From an optimization exercise on the open Yosys and OpenROAD flow, aimed at a short achievable clock period and few clock cycles; shortcuts taken in it are not production practice.
In this exercise RTL edits were held to simulation tests only and were not proved equivalent to the original.
Power figures rest on the tool's default switching activity, not on a simulated workload.

[flow/run.sh]
#!/bin/bash
# Standard ORFS layout (standard synthesis unchanged) with more timing repair:
#  - cell resizing after CTS may change footprints;
set -euo pipefail
MARGIN=$(cat flow/margin.txt 2>/dev/null || echo 6.5)
bash standard.sh SETUP_SLACK_MARGIN=$MARGIN MATCH_CELL_FOOTPRINT=0 \
    POST_RESIZE_TCL=$PWD/flow/post_resize.tcl finish > make_finish.log 2>&1
[flow/post_resize.tcl]
# extra timing repair after placement resizing (detailed placement follows);
# aims past the loose clock, like the setup margin given to the later steps
estimate_parasitics -placement
repair_timing -setup -setup_margin 6.5 -repair_tns 100 -verbose
[standard.sh]
#!/bin/bash
# synth_recipe.tcl (not shown) runs the flow's synth.tcl, then flattens the netlist and writes it again
# the make line also repeats each setting of config.mk as NAME=value (left out here)
make -C /OpenROAD-flow-scripts/flow DESIGN_CONFIG=/design/flow/config.mk WORK_HOME=/design/flow/orfs CLKGATE_MAP_FILE= SYNTH_SCRIPT=/design/flow/synth_recipe.tcl "${@:-finish}"
[config.mk]
export PLATFORM = sky130hd
export DESIGN_NAME = minirv_top
export DESIGN_NICKNAME = minirv_top
export VERILOG_FILES = /design/flow/design.v
export SDC_FILE = /design/flow/constraint.sdc
export NUM_CORES = 4
export LEC_CHECK = 0
export ABC_CLOCK_PERIOD_IN_PS = 1000
export CAP_MARGIN = 20
export CORE_MARGIN = 2
export CORE_UTILIZATION = 30
export PLACE_DENSITY = 0.5
export SETUP_SLACK_MARGIN = 5
export SLEW_MARGIN = 20
[constraint.sdc]
create_clock -name core_clock -period 9.5 [get_ports {clk}]
set_input_delay 1.9000 -clock core_clock [delete_from_list [all_inputs] [get_ports {clk}]]
set_output_delay 1.9000 -clock core_clock [all_outputs]
set_load 0.01 [all_outputs]
[design.v]
module pc
(
    input  wire [31:0]  D,
    input  wire         enable,
    input  wire         clk,
    input  wire         rst,
    output wire [31:0]  pc_out
);
    reg [31:0] reg_pc_out;
    always @(posedge clk or posedge rst)
    begin
        if (rst) 
        begin
            reg_pc_out <= 32'h80000000;
        end else if (enable) 
        begin
            reg_pc_out <= D;
        end
    end
    assign pc_out = reg_pc_out;
endmodule
module my_decoder 
(
    input   wire [31:0] instruction,
    output  wire [6:0]  opcode,
    output  wire [4:0]  rd,
    output  wire [2:0]  funct3,
    output  wire [4:0]  rs1,
    output  wire [4:0]  rs2,
    output  wire [6:0]  funct7,
    output  wire        ebreak
);
    assign opcode   = instruction[6:0];
    assign rd       = instruction[11:7];
    assign funct3   = instruction[14:12];
    assign rs1      = instruction[19:15];
    assign rs2      = instruction[24:20];
    assign funct7   = instruction[31:25];
    assign ebreak   = (instruction == 32'h0010_0073) ? 1'b1 : 1'b0;
endmodule
module which_type (
    input  wire [6:0]   opcode,
    output wire         r_type,
    output wire         i_type,
    output wire         s_type,
    output wire         u_type
);
    assign r_type = (opcode == 7'b0110011);  
    assign i_type =
        (opcode == 7'b0010011) ||  
        (opcode == 7'b0000011) ||  
        (opcode == 7'b1100111);    
    assign s_type = (opcode == 7'b0100011);  
    assign u_type = (opcode == 7'b0110111);  
endmodule
module which_instruction
(
    input   wire [6:0]  opcode,
    input   wire [2:0]  funct3,
    input   wire [6:0]  funct7,
    input   wire        ebreak,
    output  wire        add,
    output  wire        addi,
    output  wire        lui,
    output  wire        lw,
    output  wire        lbu,
    output  wire        sw,
    output  wire        sb,
    output  wire        jalr,
    output  wire        illegal
);
    localparam [6:0] OPCODE_RTYPE  = 7'b0110011;  
    localparam [6:0] OPCODE_ITYPE  = 7'b0010011;  
    localparam [6:0] OPCODE_LOAD   = 7'b0000011;  
    localparam [6:0] OPCODE_STORE  = 7'b0100011;  
    localparam [6:0] OPCODE_LUI    = 7'b0110111;  
    localparam [6:0] OPCODE_JALR   = 7'b1100111;  
    assign add  = (opcode == OPCODE_RTYPE) && (funct3 == 3'b000) && (funct7 == 7'b0000000) && ~ebreak;
    assign addi = (opcode == OPCODE_ITYPE) && (funct3 == 3'b000) && ~ebreak;
    assign lui  = (opcode == OPCODE_LUI) && ~ebreak;
    assign lw   = (opcode == OPCODE_LOAD)  && (funct3 == 3'b010) && ~ebreak;
    assign lbu  = (opcode == OPCODE_LOAD)  && (funct3 == 3'b100) && ~ebreak;
    assign sw   = (opcode == OPCODE_STORE) && (funct3 == 3'b010) && ~ebreak;
    assign sb   = (opcode == OPCODE_STORE) && (funct3 == 3'b000) && ~ebreak;
    assign jalr = (opcode == OPCODE_JALR)  && (funct3 == 3'b000) && ~ebreak;
    assign illegal = ~(add | addi | lui | lw | lbu | sw | sb | jalr) && ~ebreak;
endmodule
module immediate_generator (
    input   wire [31:0] instruction,
    input   wire        illegal,
    input   wire        r_type,
    input   wire        i_type,
    input   wire        s_type,
    input   wire        u_type,
    output  wire [31:0] imm
);
    reg     [31:0] reg_imm;
    wire    [11:0] imm_i = instruction[31:20];
    wire    [11:0] imm_s = {instruction[31:25], instruction[11:7]};
    wire    [19:0] imm_u = instruction[31:12];
    always @(*) 
    begin
        if (i_type) 
        begin
            reg_imm = {{20{imm_i[11]}}, imm_i};
        end
        else if (s_type) 
        begin
            reg_imm = {{20{imm_s[11]}}, imm_s};
        end
        else if (u_type) 
        begin
            reg_imm = {imm_u, 12'b0};
        end
        else 
        begin
            reg_imm = 32'b0;
        end
    end
    assign imm = reg_imm;
endmodule
module reg_write_enabler
(
    input   wire add,
    input   wire addi,
    input   wire lui,
    input   wire lw,
    input   wire lbu,
    input   wire jalr,
    input   wire illegal,
    input   wire ebreak,
    output  wire reg_write
);
    assign reg_write = ((add || addi || lui || lw || lbu || jalr) && ~illegal && ~ebreak);
endmodule
module register_32bits 
(
    input   wire [31:0]     D,
    input   wire            enable,
    input   wire            clk,
    input   wire            rst,
    output  wire [31:0]     reg_out
);
    reg [31:0] reg_reg_out;
    always @(posedge clk or posedge rst)
    begin
        if (rst) 
        begin
            reg_reg_out <= 32'b0;
        end
        else 
        begin
            if (enable) 
            begin
                reg_reg_out <= D;
            end
        end
    end
    assign reg_out = reg_reg_out;
endmodule
module mux_32to1_32bits 
(   
    input   wire    [31:0]  in0,
    input   wire    [31:0]  in1,
    input   wire    [31:0]  in2,
    input   wire    [31:0]  in3,
    input   wire    [31:0]  in4,
    input   wire    [31:0]  in5,
    input   wire    [31:0]  in6,
    input   wire    [31:0]  in7,
    input   wire    [31:0]  in8,
    input   wire    [31:0]  in9,
    input   wire    [31:0]  in10,
    input   wire    [31:0]  in11,
    input   wire    [31:0]  in12,
    input   wire    [31:0]  in13,
    input   wire    [31:0]  in14,
    input   wire    [31:0]  in15,
    input   wire    [31:0]  in16,
    input   wire    [31:0]  in17,
    input   wire    [31:0]  in18,
    input   wire    [31:0]  in19,
    input   wire    [31:0]  in20,
    input   wire    [31:0]  in21,
    input   wire    [31:0]  in22,
    input   wire    [31:0]  in23,
    input   wire    [31:0]  in24,
    input   wire    [31:0]  in25,
    input   wire    [31:0]  in26,
    input   wire    [31:0]  in27,
    input   wire    [31:0]  in28,
    input   wire    [31:0]  in29,
    input   wire    [31:0]  in30,
    input   wire    [31:0]  in31,
    input   wire    [4:0]   sel, 
    output  wire    [31:0]  mux_out
);
    reg [31:0] reg_mux_out;
    always @(*) 
    begin
        case (sel)
            5'b00000: reg_mux_out = in0;
            5'b00001: reg_mux_out = in1;
            5'b00010: reg_mux_out = in2;
            5'b00011: reg_mux_out = in3;
            5'b00100: reg_mux_out = in4;
            5'b00101: reg_mux_out = in5;
            5'b00110: reg_mux_out = in6;
            5'b00111: reg_mux_out = in7;
            5'b01000: reg_mux_out = in8;
            5'b01001: reg_mux_out = in9;
            5'b01010: reg_mux_out = in10;
            5'b01011: reg_mux_out = in11;
            5'b01100: reg_mux_out = in12;
            5'b01101: reg_mux_out = in13;
            5'b01110: reg_mux_out = in14;
            5'b01111: reg_mux_out = in15;
            5'b10000: reg_mux_out = in16;
            5'b10001: reg_mux_out = in17;
            5'b10010: reg_mux_out = in18;
            5'b10011: reg_mux_out = in19;
            5'b10100: reg_mux_out = in20;
            5'b10101: reg_mux_out = in21;
            5'b10110: reg_mux_out = in22;
            5'b10111: reg_mux_out = in23;
            5'b11000: reg_mux_out = in24;
            5'b11001: reg_mux_out = in25;
            5'b11010: reg_mux_out = in26;
            5'b11011: reg_mux_out = in27;
            5'b11100: reg_mux_out = in28;
            5'b11101: reg_mux_out = in29;
            5'b11110: reg_mux_out = in30;
            5'b11111: reg_mux_out = in31;
            default: reg_mux_out = 32'd0;
        endcase
    end
    assign mux_out = reg_mux_out;
endmodule
module register_file
(
    input   wire [4:0]  rs1_addr,
    input   wire [4:0]  rs2_addr,
    input   wire [4:0]  rd_addr,
    input   wire        reg_write,
    input   wire [31:0] rd_data,
    input   wire        clk,
    input   wire        rst,
    output  wire [31:0] rs1_val,
    output  wire [31:0] rs2_val,
    output wire [31:0] register_32bits_0_value,
    output wire [31:0] register_32bits_1_value,
    output wire [31:0] register_32bits_2_value,
    output wire [31:0] register_32bits_3_value,
    output wire [31:0] register_32bits_4_value,
    output wire [31:0] register_32bits_5_value,
    output wire [31:0] register_32bits_6_value,
    output wire [31:0] register_32bits_7_value,
    output wire [31:0] register_32bits_8_value,
    output wire [31:0] register_32bits_9_value,
    output wire [31:0] register_32bits_10_value,
    output wire [31:0] register_32bits_11_value,
    output wire [31:0] register_32bits_12_value,
    output wire [31:0] register_32bits_13_value,
    output wire [31:0] register_32bits_14_value,
    output wire [31:0] register_32bits_15_value,
    output wire [31:0] register_32bits_16_value,
    output wire [31:0] register_32bits_17_value,
    output wire [31:0] register_32bits_18_value,
    output wire [31:0] register_32bits_19_value,
    output wire [31:0] register_32bits_20_value,
    output wire [31:0] register_32bits_21_value,
    output wire [31:0] register_32bits_22_value,
    output wire [31:0] register_32bits_23_value,
    output wire [31:0] register_32bits_24_value,
    output wire [31:0] register_32bits_25_value,
    output wire [31:0] register_32bits_26_value,
    output wire [31:0] register_32bits_27_value,
    output wire [31:0] register_32bits_28_value,
    output wire [31:0] register_32bits_29_value,
    output wire [31:0] register_32bits_30_value,
    output wire [31:0] register_32bits_31_value
);
    wire [31:0] wire_register_32bits_0_reg_out;
    wire [31:0] wire_register_32bits_1_reg_out;
    wire [31:0] wire_register_32bits_2_reg_out;
    wire [31:0] wire_register_32bits_3_reg_out;
    wire [31:0] wire_register_32bits_4_reg_out;
    wire [31:0] wire_register_32bits_5_reg_out;
    wire [31:0] wire_register_32bits_6_reg_out;
    wire [31:0] wire_register_32bits_7_reg_out;
    wire [31:0] wire_register_32bits_8_reg_out;
    wire [31:0] wire_register_32bits_9_reg_out;
    wire [31:0] wire_register_32bits_10_reg_out;
    wire [31:0] wire_register_32bits_11_reg_out;
    wire [31:0] wire_register_32bits_12_reg_out;
    wire [31:0] wire_register_32bits_13_reg_out;
    wire [31:0] wire_register_32bits_14_reg_out;
    wire [31:0] wire_register_32bits_15_reg_out;
    wire [31:0] wire_register_32bits_16_reg_out;
    wire [31:0] wire_register_32bits_17_reg_out;
    wire [31:0] wire_register_32bits_18_reg_out;
    wire [31:0] wire_register_32bits_19_reg_out;
    wire [31:0] wire_register_32bits_20_reg_out;
    wire [31:0] wire_register_32bits_21_reg_out;
    wire [31:0] wire_register_32bits_22_reg_out;
    wire [31:0] wire_register_32bits_23_reg_out;
    wire [31:0] wire_register_32bits_24_reg_out;
    wire [31:0] wire_register_32bits_25_reg_out;
    wire [31:0] wire_register_32bits_26_reg_out;
    wire [31:0] wire_register_32bits_27_reg_out;
    wire [31:0] wire_register_32bits_28_reg_out;
    wire [31:0] wire_register_32bits_29_reg_out;
    wire [31:0] wire_register_32bits_30_reg_out;
    wire [31:0] wire_register_32bits_31_reg_out;
    assign register_32bits_0_value  = wire_register_32bits_0_reg_out;
    assign register_32bits_1_value  = wire_register_32bits_1_reg_out;
    assign register_32bits_2_value  = wire_register_32bits_2_reg_out;
    assign register_32bits_3_value  = wire_register_32bits_3_reg_out;
    assign register_32bits_4_value  = wire_register_32bits_4_reg_out;
    assign register_32bits_5_value  = wire_register_32bits_5_reg_out;
    assign register_32bits_6_value  = wire_register_32bits_6_reg_out;
    assign register_32bits_7_value  = wire_register_32bits_7_reg_out;
    assign register_32bits_8_value  = wire_register_32bits_8_reg_out;
    assign register_32bits_9_value  = wire_register_32bits_9_reg_out;
    assign register_32bits_10_value = wire_register_32bits_10_reg_out;
    assign register_32bits_11_value = wire_register_32bits_11_reg_out;
    assign register_32bits_12_value = wire_register_32bits_12_reg_out;
    assign register_32bits_13_value = wire_register_32bits_13_reg_out;
    assign register_32bits_14_value = wire_register_32bits_14_reg_out;
    assign register_32bits_15_value = wire_register_32bits_15_reg_out;
    assign register_32bits_16_value = wire_register_32bits_16_reg_out;
    assign register_32bits_17_value = wire_register_32bits_17_reg_out;
    assign register_32bits_18_value = wire_register_32bits_18_reg_out;
    assign register_32bits_19_value = wire_register_32bits_19_reg_out;
    assign register_32bits_20_value = wire_register_32bits_20_reg_out;
    assign register_32bits_21_value = wire_register_32bits_21_reg_out;
    assign register_32bits_22_value = wire_register_32bits_22_reg_out;
    assign register_32bits_23_value = wire_register_32bits_23_reg_out;
    assign register_32bits_24_value = wire_register_32bits_24_reg_out;
    assign register_32bits_25_value = wire_register_32bits_25_reg_out;
    assign register_32bits_26_value = wire_register_32bits_26_reg_out;
    assign register_32bits_27_value = wire_register_32bits_27_reg_out;
    assign register_32bits_28_value = wire_register_32bits_28_reg_out;
    assign register_32bits_29_value = wire_register_32bits_29_reg_out;
    assign register_32bits_30_value = wire_register_32bits_30_reg_out;
    assign register_32bits_31_value = wire_register_32bits_31_reg_out;
    register_32bits register_32bits_0 
    (
        .D(32'd0),
        .enable(1'b0),
        .clk(clk),
        .rst(rst),
        .reg_out(wire_register_32bits_0_reg_out)
    );
    register_32bits register_32bits_1 
    (
        .D(rd_data),
        .enable((rd_addr == 5'd1) && reg_write),
        .clk(clk),
        .rst(rst),
        .reg_out(wire_register_32bits_1_reg_out)
    );
    register_32bits register_32bits_2
    (
        .D(rd_data),
        .enable((rd_addr == 5'd2) && reg_write),
        .clk(clk),
        .rst(rst),
        .reg_out(wire_register_32bits_2_reg_out)
    );
    register_32bits register_32bits_3
    (
        .D(rd_data),
        .enable((rd_addr == 5'd3) && reg_write),
        .clk(clk),
        .rst(rst),
        .reg_out(wire_register_32bits_3_reg_out)
    );
    register_32bits register_32bits_4 
    (
        .D(rd_data),
        .enable((rd_addr == 5'd4) && reg_write),
        .clk(clk),
        .rst(rst),
        .reg_out(wire_register_32bits_4_reg_out)
    );
    register_32bits register_32bits_5
    (
        .D(rd_data),
        .enable((rd_addr == 5'd5) && reg_write),
        .clk(clk),
        .rst(rst),
        .reg_out(wire_register_32bits_5_reg_out)
    );
    register_32bits register_32bits_6 
    (
        .D(rd_data),
        .enable((rd_addr == 5'd6) && reg_write),
        .clk(clk),
        .rst(rst),
        .reg_out(wire_register_32bits_6_reg_out)
    );
    register_32bits register_32bits_7 
    (
        .D(rd_data),
        .enable((rd_addr == 5'd7) && reg_write),
        .clk(clk),
        .rst(rst),
        .reg_out(wire_register_32bits_7_reg_out)
    );
    register_32bits register_32bits_8 
    (
        .D(rd_data),
        .enable((rd_addr == 5'd8) && reg_write),
        .clk(clk),
        .rst(rst),
        .reg_out(wire_register_32bits_8_reg_out)
    );
    register_32bits register_32bits_9 
    (
        .D(rd_data),
        .enable((rd_addr == 5'd9) && reg_write),
        .clk(clk),
        .rst(rst),
        .reg_out(wire_register_32bits_9_reg_out)
    );
    register_32bits register_32bits_10 
    (
        .D(rd_data),
        .enable((rd_addr == 5'd10) && reg_write),
        .clk(clk),
        .rst(rst),
        .reg_out(wire_register_32bits_10_reg_out)
    );
    register_32bits register_32bits_11 
    (
        .D(rd_data),
        .enable((rd_addr == 5'd11) && reg_write),
        .clk(clk),
        .rst(rst),
        .reg_out(wire_register_32bits_11_reg_out)
    );
    register_32bits register_32bits_12 
    (
        .D(rd_data),
        .enable((rd_addr == 5'd12) && reg_write),
        .clk(clk),
        .rst(rst),
        .reg_out(wire_register_32bits_12_reg_out)
    );
    register_32bits register_32bits_13 
    (
        .D(rd_data),
        .enable((rd_addr == 5'd13) && reg_write),
        .clk(clk),
        .rst(rst),
        .reg_out(wire_register_32bits_13_reg_out)
    );
    register_32bits register_32bits_14 
    (
        .D(rd_data),
        .enable((rd_addr == 5'd14) && reg_write),
        .clk(clk),
        .rst(rst),
        .reg_out(wire_register_32bits_14_reg_out)
    );
    register_32bits register_32bits_15 
    (
        .D(rd_data),
        .enable((rd_addr == 5'd15) && reg_write),
        .clk(clk),
        .rst(rst),
        .reg_out(wire_register_32bits_15_reg_out)
    );
    register_32bits register_32bits_16
    (
        .D(rd_data),
        .enable((rd_addr == 5'd16) && reg_write),
        .clk(clk),
        .rst(rst),
        .reg_out(wire_register_32bits_16_reg_out)
    );
    register_32bits register_32bits_17
    (
        .D(rd_data),
        .enable((rd_addr == 5'd17) && reg_write),
        .clk(clk),
        .rst(rst),
        .reg_out(wire_register_32bits_17_reg_out)
    );
    register_32bits register_32bits_18
    (
        .D(rd_data),
        .enable((rd_addr == 5'd18) && reg_write),
        .clk(clk),
        .rst(rst),
        .reg_out(wire_register_32bits_18_reg_out)
    );
    register_32bits register_32bits_19
    (
        .D(rd_data),
        .enable((rd_addr == 5'd19) && reg_write),
        .clk(clk),
        .rst(rst),
        .reg_out(wire_register_32bits_19_reg_out)
    );
    register_32bits register_32bits_20
    (
        .D(rd_data),
        .enable((rd_addr == 5'd20) && reg_write),
        .clk(clk),
        .rst(rst),
        .reg_out(wire_register_32bits_20_reg_out)
    );
    register_32bits register_32bits_21
    (
        .D(rd_data),
        .enable((rd_addr == 5'd21) && reg_write),
        .clk(clk),
        .rst(rst),
        .reg_out(wire_register_32bits_21_reg_out)
    );
    register_32bits register_32bits_22
    (
        .D(rd_data),
        .enable((rd_addr == 5'd22) && reg_write),
        .clk(clk),
        .rst(rst),
        .reg_out(wire_register_32bits_22_reg_out)
    );
    register_32bits register_32bits_23
    (
        .D(rd_data),
        .enable((rd_addr == 5'd23) && reg_write),
        .clk(clk),
        .rst(rst),
        .reg_out(wire_register_32bits_23_reg_out)
    );
    register_32bits register_32bits_24
    (
        .D(rd_data),
        .enable((rd_addr == 5'd24) && reg_write),
        .clk(clk),
        .rst(rst),
        .reg_out(wire_register_32bits_24_reg_out)
    );
    register_32bits register_32bits_25
    (
        .D(rd_data),
        .enable((rd_addr == 5'd25) && reg_write),
        .clk(clk),
        .rst(rst),
        .reg_out(wire_register_32bits_25_reg_out)
    );
    register_32bits register_32bits_26
    (
        .D(rd_data),
        .enable((rd_addr == 5'd26) && reg_write),
        .clk(clk),
        .rst(rst),
        .reg_out(wire_register_32bits_26_reg_out)
    );
    register_32bits register_32bits_27
    (
        .D(rd_data),
        .enable((rd_addr == 5'd27) && reg_write),
        .clk(clk),
        .rst(rst),
        .reg_out(wire_register_32bits_27_reg_out)
    );
    register_32bits register_32bits_28
    (
        .D(rd_data),
        .enable((rd_addr == 5'd28) && reg_write),
        .clk(clk),
        .rst(rst),
        .reg_out(wire_register_32bits_28_reg_out)
    );
    register_32bits register_32bits_29
    (
        .D(rd_data),
        .enable((rd_addr == 5'd29) && reg_write),
        .clk(clk),
        .rst(rst),
        .reg_out(wire_register_32bits_29_reg_out)
    );
    register_32bits register_32bits_30
    (
        .D(rd_data),
        .enable((rd_addr == 5'd30) && reg_write),
        .clk(clk),
        .rst(rst),
        .reg_out(wire_register_32bits_30_reg_out)
    );
    register_32bits register_32bits_31
    (
        .D(rd_data),
        .enable((rd_addr == 5'd31) && reg_write),
        .clk(clk),
        .rst(rst),
        .reg_out(wire_register_32bits_31_reg_out)
    );
    mux_32to1_32bits mux_32to1_32bits_0 
    (
        .in0(wire_register_32bits_0_reg_out),
        .in1(wire_register_32bits_1_reg_out),
        .in2(wire_register_32bits_2_reg_out),
        .in3(wire_register_32bits_3_reg_out),
        .in4(wire_register_32bits_4_reg_out),
        .in5(wire_register_32bits_5_reg_out),
        .in6(wire_register_32bits_6_reg_out),
        .in7(wire_register_32bits_7_reg_out),
        .in8(wire_register_32bits_8_reg_out),
        .in9(wire_register_32bits_9_reg_out),
        .in10(wire_register_32bits_10_reg_out),
        .in11(wire_register_32bits_11_reg_out),
        .in12(wire_register_32bits_12_reg_out),
        .in13(wire_register_32bits_13_reg_out),
        .in14(wire_register_32bits_14_reg_out),
        .in15(wire_register_32bits_15_reg_out),
        .in16(wire_register_32bits_16_reg_out),
        .in17(wire_register_32bits_17_reg_out),
        .in18(wire_register_32bits_18_reg_out),
        .in19(wire_register_32bits_19_reg_out),
        .in20(wire_register_32bits_20_reg_out),
        .in21(wire_register_32bits_21_reg_out),
        .in22(wire_register_32bits_22_reg_out),
        .in23(wire_register_32bits_23_reg_out),
        .in24(wire_register_32bits_24_reg_out),
        .in25(wire_register_32bits_25_reg_out),
        .in26(wire_register_32bits_26_reg_out),
        .in27(wire_register_32bits_27_reg_out),
        .in28(wire_register_32bits_28_reg_out),
        .in29(wire_register_32bits_29_reg_out),
        .in30(wire_register_32bits_30_reg_out),
        .in31(wire_register_32bits_31_reg_out),
        .sel(rs1_addr),
        .mux_out(rs1_val)
    );
    mux_32to1_32bits mux_32to1_32bits_1
    (
        .in0(wire_register_32bits_0_reg_out),
        .in1(wire_register_32bits_1_reg_out),
        .in2(wire_register_32bits_2_reg_out),
        .in3(wire_register_32bits_3_reg_out),
        .in4(wire_register_32bits_4_reg_out),
        .in5(wire_register_32bits_5_reg_out),
        .in6(wire_register_32bits_6_reg_out),
        .in7(wire_register_32bits_7_reg_out),
        .in8(wire_register_32bits_8_reg_out),
        .in9(wire_register_32bits_9_reg_out),
        .in10(wire_register_32bits_10_reg_out),
        .in11(wire_register_32bits_11_reg_out),
        .in12(wire_register_32bits_12_reg_out),
        .in13(wire_register_32bits_13_reg_out),
        .in14(wire_register_32bits_14_reg_out),
        .in15(wire_register_32bits_15_reg_out),
        .in16(wire_register_32bits_16_reg_out),
        .in17(wire_register_32bits_17_reg_out),
        .in18(wire_register_32bits_18_reg_out),
        .in19(wire_register_32bits_19_reg_out),
        .in20(wire_register_32bits_20_reg_out),
        .in21(wire_register_32bits_21_reg_out),
        .in22(wire_register_32bits_22_reg_out),
        .in23(wire_register_32bits_23_reg_out),
        .in24(wire_register_32bits_24_reg_out),
        .in25(wire_register_32bits_25_reg_out),
        .in26(wire_register_32bits_26_reg_out),
        .in27(wire_register_32bits_27_reg_out),
        .in28(wire_register_32bits_28_reg_out),
        .in29(wire_register_32bits_29_reg_out),
        .in30(wire_register_32bits_30_reg_out),
        .in31(wire_register_32bits_31_reg_out),
        .sel(rs2_addr),
        .mux_out(rs2_val)
    );
endmodule
module b_mux 
(
    input   wire [31:0] rs2_val,
    input   wire [31:0] imm,
    input   wire        addi,
    input   wire        lw,
    input   wire        lbu,
    input   wire        sw,
    input   wire        sb,
    input   wire        jalr,
    output  wire [31:0] b
);
    assign b = (addi || lw || lbu || sw || sb || jalr) ? imm : rs2_val;
endmodule
module alu
(
    input   wire [31:0] a,
    input   wire [31:0] b,
    output  wire [31:0] y
);
    assign y = a + b;
endmodule
module pc_plus_4
(
    input   wire [31:0] pc,
    output  wire [31:0] pc_plus_4_out
);
    assign pc_plus_4_out = pc + 4;
endmodule
module writeback_mux
(
    input   wire [31:0] y,
    input   wire [31:0] imm,
    input   wire [31:0] read_data,
    input   wire [31:0] pc_plus_4,
    input   wire        lw,
    input   wire        lbu,
    input   wire        lui,
    input   wire        jalr,
    output  wire [31:0] rd_data
);
    assign rd_data =
        (lw  || lbu) ? read_data :
        (lui)        ? imm       :
        (jalr)       ? pc_plus_4  :
                       y;
endmodule
module next_pc 
(
    input   wire [31:0] pc_plus_4,
    input   wire [31:0] y,
    input   wire        jalr,
    output  wire [31:0] pc_next
);
    assign pc_next = jalr ? {y[31:1], 1'b0} : pc_plus_4;
endmodule
module memory_control
(
    input  wire [31:0] y,          
    input  wire [31:0] rs2_val,     
    input  wire        lw,
    input  wire        lbu,
    input  wire        sw,
    input  wire        sb,
    input  wire        ebreak,      
    input  wire [31:0] d_rdata_word,   
    output wire [31:0] d_addr,         
    output wire [31:0] d_wdata,        
    output wire [3:0]  d_wstrb,        
    output wire        d_we,           
    output wire [31:0] load_data       
);
    wire [31:0] addr_aligned = {y[31:2], 2'b00};
    assign d_addr = addr_aligned;
    assign d_we = (sw | sb) & ~ebreak;
    assign d_wstrb =
        sw ? 4'b1111 :
        sb ? (4'b0001 << y[1:0]) :
             4'b0000;
    assign d_wdata =
        sw ? rs2_val :
        sb ? {4{rs2_val[7:0]}} :
             32'b0;
    wire [7:0] sel_byte =
        (y[1:0] == 2'b00) ? d_rdata_word[7:0]   :
        (y[1:0] == 2'b01) ? d_rdata_word[15:8]  :
        (y[1:0] == 2'b10) ? d_rdata_word[23:16] :
                            d_rdata_word[31:24];
    assign load_data =
        lw  ? d_rdata_word :
        lbu ? {24'b0, sel_byte} :
              32'b0;
endmodule
module minirv_top
(
    input   wire        clk,
    input   wire        rst,
    output  wire [31:0] i_addr,
    input   wire [31:0] i_rdata,
    output  wire [31:0] d_addr,
    output  wire [31:0] d_wdata,
    output  wire [3:0]  d_wstrb,
    output  wire        d_we,
    input   wire [31:0] d_rdata,
    output  wire        halt,
    output  wire [31:0] reg0_val,
    output  wire [31:0] reg1_val,
    output  wire [31:0] reg2_val,
    output  wire [31:0] reg3_val,
    output  wire [31:0] reg4_val,
    output  wire [31:0] reg5_val,
    output  wire [31:0] reg6_val,
    output  wire [31:0] reg7_val,
    output  wire [31:0] reg8_val,
    output  wire [31:0] reg9_val,
    output  wire [31:0] reg10_val,
    output  wire [31:0] reg11_val,
    output  wire [31:0] reg12_val,
    output  wire [31:0] reg13_val,
    output  wire [31:0] reg14_val,
    output  wire [31:0] reg15_val,
    output  wire [31:0] reg16_val,
    output  wire [31:0] reg17_val,
    output  wire [31:0] reg18_val,
    output  wire [31:0] reg19_val,
    output  wire [31:0] reg20_val,
    output  wire [31:0] reg21_val,
    output  wire [31:0] reg22_val,
    output  wire [31:0] reg23_val,
    output  wire [31:0] reg24_val,
    output  wire [31:0] reg25_val,
    output  wire [31:0] reg26_val,
    output  wire [31:0] reg27_val,
    output  wire [31:0] reg28_val,
    output  wire [31:0] reg29_val,
    output  wire [31:0] reg30_val,
    output  wire [31:0] reg31_val
);
    localparam [31:0] RESET_PC = 32'h8000_0000;
    wire [31:0] rfv [0:31];
    assign rfv[0] = 32'd0;
    reg  [4:0]  rd_w;
    reg  [31:0] res_w;
    genvar gi;
    generate
        for (gi = 1; gi < 32; gi = gi + 1) begin : g_rf
            reg [31:0] r;
            always @(posedge clk or posedge rst) begin
                if (rst)
                    r <= 32'd0;
                else if (rd_w == gi)
                    r <= res_w;
            end
            assign rfv[gi] = r;
        end
    endgenerate
    reg  [31:0] pc_f;
    reg  [31:0] ir_d, pc_d;
    reg         v_d;
    reg         stopped;
    reg  [31:0] a_e, b_e, sd_e, link_e;
    reg         fa_m, fa_l, fa_w, fa_0;
    reg         fb_m, fb_l, fb_w, fb_0;
    reg         fs_m, fs_l, fs_w, fs_0;
    reg  [4:0]  rd_e;
    reg         ld_e, lw_e, st_e, sw_e, jalr_e;
    reg         h_e;
    reg  [31:0] sum_m, link_m, wdata_m;
    reg  [3:0]  wstrb_m;
    reg         we_m;
    reg  [4:0]  rd_m;
    reg         lw_m, lbu_m, jalr_m;
    reg         h_m;
    reg         halt_r;
    wire [6:0] op  = ir_d[6:0];
    wire [2:0] f3  = ir_d[14:12];
    wire [6:0] f7  = ir_d[31:25];
    wire [4:0] rd  = ir_d[11:7];
    wire [4:0] rs1 = ir_d[19:15];
    wire [4:0] rs2 = ir_d[24:20];
    wire d_add   = (op == 7'h33) && (f3 == 3'd0) && (f7 == 7'd0);
    wire d_addi  = (op == 7'h13) && (f3 == 3'd0);
    wire d_lui   = (op == 7'h37);
    wire d_lw    = (op == 7'h03) && (f3 == 3'd2);
    wire d_lbu   = (op == 7'h03) && (f3 == 3'd4);
    wire d_sw    = (op == 7'h23) && (f3 == 3'd2);
    wire d_sb    = (op == 7'h23) && (f3 == 3'd0);
    wire d_jalr  = (op == 7'h67) && (f3 == 3'd0);
    wire d_ebrk  = (ir_d == 32'h0010_0073);
    wire d_wr    = (d_add | d_addi | d_lui | d_lw | d_lbu | d_jalr) && (rd != 5'd0);
    wire d_use1  = d_add | d_addi | d_lw | d_lbu | d_sw | d_sb | d_jalr;
    wire d_use2  = d_add | d_sw | d_sb;
    wire d_st    = d_sw | d_sb;
    wire d_live  = d_wr | d_st | d_jalr;
    wire [31:0] imm_i = {{20{ir_d[31]}}, ir_d[31:20]};
    wire [31:0] imm_s = {{20{ir_d[31]}}, ir_d[31:25], ir_d[11:7]};
    wire [31:0] imm_u = {ir_d[31:12], 12'd0};
    wire [31:0] r1 = (rd_w == rs1 && rs1 != 5'd0) ? res_w : rfv[rs1];
    wire [31:0] r2 = (rd_w == rs2 && rs2 != 5'd0) ? res_w : rfv[rs2];
    wire m1e = (rs1 != 5'd0) && (rs1 == rd_e);
    wire m1m = (rs1 != 5'd0) && (rs1 == rd_m);
    wire m2e = (rs2 != 5'd0) && (rs2 == rd_e);
    wire m2m = (rs2 != 5'd0) && (rs2 == rd_m);
    wire        redirect = jalr_e;
    wire        stall    = v_d && ld_e && ((d_use1 && m1e) || (d_use2 && m2e));
    wire        ebrk_go  = v_d && d_ebrk && !redirect;
    wire        issue    = v_d && d_live && !redirect && !stall;
    wire [31:0] a_x = ({32{fa_m}} & sum_m) | ({32{fa_l}} & link_m) |
                      ({32{fa_w}} & res_w) | ({32{fa_0}} & a_e);
    wire [31:0] b_x = ({32{fb_m}} & sum_m) | ({32{fb_l}} & link_m) |
                      ({32{fb_w}} & res_w) | ({32{fb_0}} & b_e);
    wire [31:0] s_x = ({32{fs_m}} & sum_m) | ({32{fs_l}} & link_m) |
                      ({32{fs_w}} & res_w) | ({32{fs_0}} & sd_e);
    wire [31:0] sum = a_x + b_x;
    reg [7:0] lbyte;
    always @(*) begin
        case (sum_m[1:0])
            2'd0: lbyte = d_rdata[7:0];
            2'd1: lbyte = d_rdata[15:8];
            2'd2: lbyte = d_rdata[23:16];
            default: lbyte = d_rdata[31:24];
        endcase
    end
    wire [31:0] res_mx = lw_m   ? d_rdata :
                         lbu_m  ? {24'd0, lbyte} :
                         jalr_m ? link_m : sum_m;
    always @(posedge clk or posedge rst) begin
        if (rst) begin
            pc_f    <= RESET_PC;
            v_d     <= 1'b0;
            stopped <= 1'b0;
            rd_e    <= 5'd0;
            ld_e    <= 1'b0;
            lw_e    <= 1'b0;
            st_e    <= 1'b0;
            sw_e    <= 1'b0;
            jalr_e  <= 1'b0;
            h_e     <= 1'b0;
            we_m    <= 1'b0;
            rd_m    <= 5'd0;
            lw_m    <= 1'b0;
            lbu_m   <= 1'b0;
            jalr_m  <= 1'b0;
            h_m     <= 1'b0;
            halt_r  <= 1'b0;
            rd_w    <= 5'd0;
        end else begin
            if (redirect) begin
                pc_f <= {sum[31:1], 1'b0};
                v_d  <= 1'b0;
            end else if (stall) begin
            end else if (stopped || ebrk_go) begin
                v_d  <= 1'b0;
            end else begin
                pc_f <= pc_f + 32'd4;
                v_d  <= 1'b1;
            end
            if (ebrk_go) stopped <= 1'b1;
            rd_e   <= (issue && d_wr) ? rd : 5'd0;
            ld_e   <= issue && (d_lw | d_lbu) && d_wr;
            lw_e   <= d_lw;
            st_e   <= issue && d_st;
            sw_e   <= d_sw;
            jalr_e <= issue && d_jalr;
            h_e    <= ebrk_go;
            we_m   <= st_e;
            rd_m   <= rd_e;
            lw_m   <= ld_e && lw_e;
            lbu_m  <= ld_e && !lw_e;
            jalr_m <= jalr_e;
            h_m    <= h_e;
            halt_r <= halt_r | h_m;
            rd_w   <= rd_m;
        end
    end
    always @(posedge clk) begin
        if (!stall && !redirect) begin
            ir_d <= i_rdata;
            pc_d <= pc_f;
        end
        a_e    <= d_lui ? 32'd0 : r1;
        b_e    <= d_add ? r2 : (d_lui ? imm_u : (d_st ? imm_s : imm_i));
        sd_e   <= r2;
        link_e <= pc_d + 32'd4;
        fa_m   <= d_use1 && m1e && !jalr_e;
        fa_l   <= d_use1 && m1e && jalr_e;
        fa_w   <= d_use1 && !m1e && m1m;
        fa_0   <= !(d_use1 && (m1e || m1m));
        fb_m   <= d_add && m2e && !jalr_e;
        fb_l   <= d_add && m2e && jalr_e;
        fb_w   <= d_add && !m2e && m2m;
        fb_0   <= !(d_add && (m2e || m2m));
        fs_m   <= m2e && !jalr_e;
        fs_l   <= m2e && jalr_e;
        fs_w   <= !m2e && m2m;
        fs_0   <= !(m2e || m2m);
        sum_m   <= sum;
        link_m  <= link_e;
        wdata_m <= sw_e ? s_x : {4{s_x[7:0]}};
        wstrb_m <= sw_e ? 4'b1111 : (4'b0001 << sum[1:0]);
        res_w  <= res_mx;
    end
    assign i_addr  = pc_f;
    assign d_addr  = sum_m;
    assign d_wdata = wdata_m;
    assign d_wstrb = wstrb_m;
    assign d_we    = we_m;
    assign halt    = halt_r;
    assign reg0_val = rfv[0];
    assign reg1_val = rfv[1];
    assign reg2_val = rfv[2];
    assign reg3_val = rfv[3];
    assign reg4_val = rfv[4];
    assign reg5_val = rfv[5];
    assign reg6_val = rfv[6];
    assign reg7_val = rfv[7];
    assign reg8_val = rfv[8];
    assign reg9_val = rfv[9];
    assign reg10_val = rfv[10];
    assign reg11_val = rfv[11];
    assign reg12_val = rfv[12];
    assign reg13_val = rfv[13];
    assign reg14_val = rfv[14];
    assign reg15_val = rfv[15];
    assign reg16_val = rfv[16];
    assign reg17_val = rfv[17];
    assign reg18_val = rfv[18];
    assign reg19_val = rfv[19];
    assign reg20_val = rfv[20];
    assign reg21_val = rfv[21];
    assign reg22_val = rfv[22];
    assign reg23_val = rfv[23];
    assign reg24_val = rfv[24];
    assign reg25_val = rfv[25];
    assign reg26_val = rfv[26];
    assign reg27_val = rfv[27];
    assign reg28_val = rfv[28];
    assign reg29_val = rfv[29];
    assign reg30_val = rfv[30];
    assign reg31_val = rfv[31];
endmodule
==> results.ini <==
[status]
status=timing/DRC/antenna clean

[clock_tree]
clk_pin_slew_worst_paths_ns=0.07
clkLatencyLatePin_ns=0.86
cts_root_buffer=clkbuf_16
cts_buffers=160
htreeDepth=4
clock_path_buffers=3
cts.sink_count=1385
postCtsHoldBufs=0
cts_tree=built

[yosys]
netlist_area_um2=65100
ys_ff_latch=1385
synth_cell_types=71
synth_enable_flop_cells=63
synth_area_leader_cell=dfrtp_1
synth_flop_cell=dfrtp_1
synth_seq_area_share_pct=51.7
syn_inst=5757
yosysWarnings=1
async_flop_share_pct=76.0
synthTopCellsByArea=dfrtp_1, mux2_2, a22oi_1
synth_top_area_share_pct=40.4
postSynthAreaPerCell_um2=11.3

[global_routing]
antenna_found_initial=27
grt_max_degree=65
grt_first_pass_wirelength_mm=662
grt-ovfl-total=0
grt_pass1_vias=68647
grt_usage_pct=44.5

[critical_path]
slowest_stage=dfrtp_4
cpPeakStageDelay_ns=0.62
crit_buf_inv=1
required_ns=7.60
crit_path_end_kind=output pin
cp_top_family=flip-flops
critPathKind=reg2out
crit_fanout=2
worstPathCellList=buf_6
crit_arrival_ns=1.65
critPathLaunchType=flip-flop

[sta]
setup_tns_ns=0
setup_ws_ns=5.95
report.final.slew_viol_count=0
fin_crit_sh_pct=37.4
fmax_ghz=0.281
hold_viol_final=0
fin_crit_ns=3.55
rsz0062_at_grt=yes
tightest_slew_ns=1.26
setup_viol_count_final=0
finClkSkew_ns=0.0394
relSlewSlack_pct=15.8

[power]
design_power_total_uw=14900
power.switching_uw=4190
p_leak_uw=0.0469
ir_drop_mv=0.202
clkPwrFrac_pct=44.0
p_sw_share_pct=28.1
p_per_area_nw_per_um2=148
p_int_uw=10700
combPwrFrac_pct=12.7
p_seq_share_pct=43.2

[placement]
gp_congestion=1.02
detailed_place.area_um2=84500
io_buffer_count=1158
pre_cts_ws_ns=6.10
hpwlAfterDp_mm=357

[drt]
viasPerCell=6.46
drt_iter0_markers=13279
wire_per_inst_um=46.3
antenna_left=0
drt-total-wl_mm=511
vias=71276
dr.pass1.iters=17
drc=0

[final_layout]
final_common_cell=buf_4
syn2layout_area_growth_pct=54.8
final_cell_mix=buf_4, buf_6, a22oi_1, mux2_2, dfrtp_2
fill_cells=19920
final_util_pct=46.9
final_nets=8150
drive_gt1_share_pct=62.1
final_design_area_no_fill_um2=101000

[hold_path]
worstHoldPathType=reg2reg

[die]
die_y_um=470
die_area_um2=221000
rows=170
core_area_um2=215000
boundaryPins=1192
start_util_pct=30.3
die_w_um=470

[run]
cap_violations=0

==> kinds of logic (layout without fill, tap and decap cells) <==
logic type	count (synthesis)	in the layout	share of synthesized area [%]
AOI/OAI and AO/OA	1423	1423	16.1
xor gates and xnor gates	114	114	1.53
adders and majority gates	34	34	0.665
buffers and inverters	594	2988	3.67
DFF	1385	1385	51.7
muxes	1045	1045	18.1
other	1	43	0.00576
and+or+nand+nor	1161	1165	8.22
==> worst register-to-register path, delay by kind of cell, from the launching register on <==
family                     cells  cell delay [ns]
DFF                            1             0.37
AOI/OAI and AO/OA              8             1.73
muxes                          1             0.20
adders and majority gates      1             0.46
and+or+nand+nor                1             0.10
buffers and inverters          2             0.35
==> state kept, by name, indices dropped and copies added (netlist names), 5 cells and up <==
register	count
link_m	31
sum_m	32
res_w	32
rd_w	5
a_e	32
g_rf.r	992
b_e	32
pc_f	31
sd_e	32
wdata_m	32
ir_d	32
rd_m	5
link_e	31
rd_e	5
pc_d	31
==> power groups by stage <==
stage | clock (µW) | sequential, µW | combinational [µW]
detailed placement | 0 | 6640 | 1450
global route | 6810 | 6440 | 1920
CTS | 6560 | 6420 | 1770
floorplan | 0 | 6480 | 529
global placement | 0 | 6650 | 1300
finish | 6560 | 6440 | 1900
==> metal layers <==
layer  share of wire [%]  global-route usage [%]  up-vias
met2                  40                    62.9     6417
met1                  36                    52.2    36335
met5               0.058                   0.887        -
li1                    -                       -    26304
met3                  13                    18.4     2202
met4                  11                    37.3       18
==> area by class of cell <==
cell class | count | area [µm²] | area share (%)
sequential | 1385 | 34900 | 34.7
multi-input combinational | 3814 | 31200 | 30.9
timing repair buffer | 2663 | 25500 | 25.3
clock buffer | 243 | 4780 | 4.75
tap | 2838 | 3550 | 3.52
clock inverter | 56 | 688 | 0.683
inverter | 26 | 104 | 0.103
antenna | 10 | 25.0 | 0.0248
==> through the flow <==
step / hold slack (ns) / std cells
after global placement: 0.313 / 9366
after detailed placement: 0.313 / 9562
after CTS: 0.319 / 10911
final: 0.316 / 11035
after floorplan: 0.310 / 5789
after global routing: 0.322 / 11027
==> cell usage after synthesis (3+ instances only) <==
library cell	count
nor2_1	244
a22o_1	8
o211ai_1	11
and3_1	18
a21oi_1	61
buf_6	3
buf_4	34
xnor2_1	67
a21o_1	24
dfxtp_1	270
buf_1	65
nand4b_1	4
ha_1	33
a221oi_1	3
o21a_1	4
and2_1	22
nor2b_1	9
inv_1	25
nand4_1	110
mux4_2	8
a31oi_1	61
dfrtp_1	1051
and4_1	7
or2_2	7
a222oi_1	90
nand2_1	442
mux2_2	1000
nor4_1	17
buf_2	8
or3b_2	6
nand3b_1	10
mux2i_1	37
o21ai_0	102
nand3_1	124
nor3b_1	5
a211oi_1	9
a22oi_1	1031
nand2b_1	14
clkbuf_1	458
nor3_1	107
edfxtp_1	63
or3_1	4
o21bai_1	4
xor2_1	47
==> repair_timing <==
| action | 4_1_cts | 5_1_grt |
|---|---|---|
| gates cloned | 3 | 4 |
| setup endpoints to repair | 1414 | 1402 |
| gates resized for setup | 4956 | 333 |
| setup buffers | 1047 | 109 |
| pin swaps | 33 | 34 |
==> path summary, 6_finish.rpt <==
kind                       slack [ns]  cells after the start             to           start
min in group asynchronous        1.67                      4  g_rf[2].r[16]             rst
min                              0.32                      0     link_m[15]      link_e[15]
min reg2reg                      0.32                      0     link_m[15]      link_e[15]
max                              5.95                      1  reg13_val[30]  g_rf[13].r[30]
max reg2reg                      6.24                     13       pc_f[31]            fa_w
max in group asynchronous        7.20                      6  g_rf[26].r[2]             rst
Testbench counts, summed over its fixed seeds: cycles 33,659.

[port drivers added, routing unchanged]
Ports are ideal in the flow. The routed layout listed here was re-timed in OpenROAD.
Step 1 sets driving cells, clkbuf_16 on the clock port and buf_2 on the other inputs (assumed; they add their load-dependent delay and slew).
Step 2, shift: input delay + t, output delay - t, t = (earliest + latest rising clock arrival at the registers) / 2. This alone moves slack from input paths to output paths.
Slacks: ideal / step 1 / step 2; pairs: ideal / step 1.
t, ns: 0.935
slack for setup (ns): 5.946 / 5.851 / 6.048
clock arrival spread, ns: 0.042 / 0.043
worst slew at a driven data input, ns: 0.05
pins driven straight from the clock port: 1
After both steps setup and hold are still met in this run. For this run, drivers alone change the setup slack by -0.095 ns; drivers and shift together by +0.102 ns.
